This is an optimization exercise on Yosys and OpenROAD, whose aim is small area and a short achievable clock period, not a production implementation. In this exercise RTL edits were held to simulation tests only and were not proved equivalent to the original.

== job 659 ==
// fsm_multiplier
module fsm_multiplier (
    input wire clk,
    input wire k0,
    input wire k1,
    input wire [9:0] switches,
    output wire [6:0] disp0,
    output wire [6:0] disp1,
    output wire [6:0] disp2,
    output wire [6:0] disp3,
    output reg [9:0] leds
);
==> module fsm_multiplier, before the edit <==
module fsm_multiplier (
    input wire clk,
    input wire k0,
    input wire k1,
    input wire [9:0] switches,
    output wire [6:0] disp0,
    output wire [6:0] disp1,
    output wire [6:0] disp2,
    output wire [6:0] disp3,
    output reg [9:0] leds
);
    localparam logic [1:0] IDLE = 2'd0, FIRST_NUM = 2'd1, NEXT_NUM = 2'd2, ERROR = 2'd3;
    logic [1:0] pr_state;
    logic prev_k0, prev_k1, k0pressed, k1pressed;
    logic [15:0] num;    
    wire is_idle  = ~pr_state[1] & ~pr_state[0];
    wire is_first = ~pr_state[1] &  pr_state[0];
    wire is_next  =  pr_state[1] & ~pr_state[0];
    wire is_err   =  pr_state[1] &  pr_state[0];
    wire [15:0] r = ~num;
    wire over = r[15] | r[14] | (r[13] & (r[12] | r[11] | (r[10] & r[9] & r[8] & (r[7] | r[6] | r[5] | r[4]))));
    wire [15:0] prodn;
    mul16 u_mul (.an(num[9:0]), .one(is_idle), .b(switches), .pn(prodn));
    always_ff @(posedge clk) begin
        k0pressed <= prev_k0 & ~k0;
        k1pressed <= prev_k1 & ~k1;
        prev_k0 <= k0;
        prev_k1 <= k1;
        if (k1pressed)                          pr_state <= IDLE;
        else if (is_idle & k0pressed)           pr_state <= FIRST_NUM;
        else if (is_first & k0pressed)          pr_state <= NEXT_NUM;
        else if (is_next & over)                pr_state <= ERROR;
        if (is_idle | (is_first & k0pressed)) num <= prodn;
    end
    wire idle_or_err;
    xnor_cell u_led0 (.a(pr_state[1]), .b(pr_state[0]), .y(idle_or_err));
    always_comb begin
        leds[0] = idle_or_err;
        leds[1] = pr_state[0];
        leds[2] = pr_state[1];
        leds[9:3] = {7{is_err}};
    end
    wire [11:0] m_sw, m_pr;
    wire [3:0]  b_sw, b_pr;
    dd_conv10 u_dsw (.x(switches), .m(m_sw), .b(b_sw));
    dd_conv16 u_dpr (.xn(num), .m(m_pr), .b(b_pr));
    wire [11:0] m_swx = {3'b011, m_sw[8:0]};
    wire [11:0] m = is_err ? {4{3'b011}} : (is_next ? m_pr : m_swx);
    wire [3:0]  b = is_err ? 4'b0000 : (is_next ? b_pr : b_sw);
    seven_seg_display_driver hex0 (.b(b[0]), .m0(m[0]),  .m1(m[1]),  .m2(m[2]),  .s0(disp0[0]), .s1(disp0[1]), .s2(disp0[2]), .s3(disp0[3]), .s4(disp0[4]), .s5(disp0[5]), .s6(disp0[6]));
    seven_seg_display_driver hex1 (.b(b[1]), .m0(m[3]),  .m1(m[4]),  .m2(m[5]),  .s0(disp1[0]), .s1(disp1[1]), .s2(disp1[2]), .s3(disp1[3]), .s4(disp1[4]), .s5(disp1[5]), .s6(disp1[6]));
    seven_seg_display_driver hex2 (.b(b[2]), .m0(m[6]),  .m1(m[7]),  .m2(m[8]),  .s0(disp2[0]), .s1(disp2[1]), .s2(disp2[2]), .s3(disp2[3]), .s4(disp2[4]), .s5(disp2[5]), .s6(disp2[6]));
    seven_seg_display_driver hex3 (.b(b[3]), .m0(m[9]),  .m1(m[10]), .m2(m[11]), .s0(disp3[0]), .s1(disp3[1]), .s2(disp3[2]), .s3(disp3[3]), .s4(disp3[4]), .s5(disp3[5]), .s6(disp3[6]));
endmodule
clock: 22.0 ns
lec_check: 0
cap_margin: 20
core_margin: 2
core_utilization: 65
slew_margin: 20
synth_hierarchical: 1
standard.sh (not shown) runs the stock make flow with config.mk's settings and CLKGATE_MAP_FILE= SYNTH_SCRIPT=/design/flow/synth_recipe.tcl, a recipe that flattens the netlist after the stock synthesis.
==> flow/flow/run.sh <==
#!/bin/bash
# The standard layout (the standard.sh: ORFS synthesis and layout), except that the port
# buffers are buf_2 cells instead of the default choice.
set -euo pipefail
export BUFFER_PORTS_ARGS="-buffer_cell sky130_fd_sc_hd__buf_2"
export SETUP_SLACK_MARGIN=9.5
bash standard.sh > standard.log 2>&1
Inputs modified between job 659 and job 7043:
--- a/flow/design.v
+++ b/flow/design.v
@@ -479,14 +479,14 @@
 );
     localparam logic [1:0] IDLE = 2'd0, FIRST_NUM = 2'd1, NEXT_NUM = 2'd2, ERROR = 2'd3;
     logic [1:0] pr_state;
     logic prev_k0, prev_k1, k0pressed, k1pressed;
     logic [15:0] num;    
-    wire is_idle  = ~pr_state[1] & ~pr_state[0];
-    wire is_first = ~pr_state[1] &  pr_state[0];
-    wire is_next  =  pr_state[1] & ~pr_state[0];
-    wire is_err   =  pr_state[1] &  pr_state[0];
+    wire is_idle  = (pr_state == IDLE);
+    wire is_first = (pr_state == FIRST_NUM);
+    wire is_next  = (pr_state == NEXT_NUM);
+    wire is_err   = (pr_state == ERROR);
     wire [15:0] r = ~num;
     wire over = r[15] | r[14] | (r[13] & (r[12] | r[11] | (r[10] & r[9] & r[8] & (r[7] | r[6] | r[5] | r[4]))));
     wire [15:0] prodn;
     mul16 u_mul (.an(num[9:0]), .one(is_idle), .b(switches), .pn(prodn));
     always_ff @(posedge clk) begin
@@ -498,17 +498,18 @@
         else if (is_idle & k0pressed)           pr_state <= FIRST_NUM;
         else if (is_first & k0pressed)          pr_state <= NEXT_NUM;
         else if (is_next & over)                pr_state <= ERROR;
         if (is_idle | (is_first & k0pressed)) num <= prodn;
     end
-    wire idle_or_err;
-    xnor_cell u_led0 (.a(pr_state[1]), .b(pr_state[0]), .y(idle_or_err));
     always_comb begin
-        leds[0] = idle_or_err;
-        leds[1] = pr_state[0];
-        leds[2] = pr_state[1];
-        leds[9:3] = {7{is_err}};
+        leds = 10'b0;
+        case (pr_state)
+            IDLE:      leds[0] = 1'b1;
+            FIRST_NUM: leds[1] = 1'b1;
+            NEXT_NUM:  leds[2] = 1'b1;
+            default:   leds = 10'b1111111111;
+        endcase
     end
     wire [11:0] m_sw, m_pr;
     wire [3:0]  b_sw, b_pr;
     dd_conv10 u_dsw (.x(switches), .m(m_sw), .b(b_sw));
     dd_conv16 u_dpr (.xn(num), .m(m_pr), .b(b_pr));
Notes after the runs:
Relative to job 659, job 7043 improves wire length. Having completed the whole flow, job 7043 delivered a layout that passed the timing, DRC and antenna checks. Number of buffers outside the clock class in the layout sits lower in job 7043 than in job 659. Compared with job 659, in job 7043 summed area of non-filler cells in the final layout +2.4%, setup slack of the worst register-to-register path has increased. Between job 7043 and job 659, it is job 7043 whose core occupancy in the finished layout is lower, by 1.1 points.

[afterwards: timing with drivers on the ports]
The results above use ideal ports. As a check the final layouts listed here were re-extracted and re-timed, cells and wires unchanged.
Step 1: set_driving_cell puts a clkbuf_16 on clk and a buf_2 on each other input, an assumption about the parent block.
Step 2 adds t to the input delays and takes it off the output delays; t is the mean of the earliest and latest rising clock arrival at the registers after step 1. Input paths then give back, and output paths get back, about the clock's delay inside the block.
Three values: ideal, step 1, step 2; two values: the first two.
run | t, ns | setup WS [ns] | worst setup path after step 2 | worst slew at a driven data input, ns | cell pins on the clock port's net
job 659 | 0.288 | 9.869 / 9.848 / 9.848 | input to output | 0.03 | 1
job 7043 | 0.284 | 9.778 / 9.760 / 9.760 | input to output | 0.03 | 1
After both steps setup and hold are still met in every run listed. For job 659, which loses most, drivers alone change the setup slack by -0.021 ns; drivers and shift together by -0.021 ns.
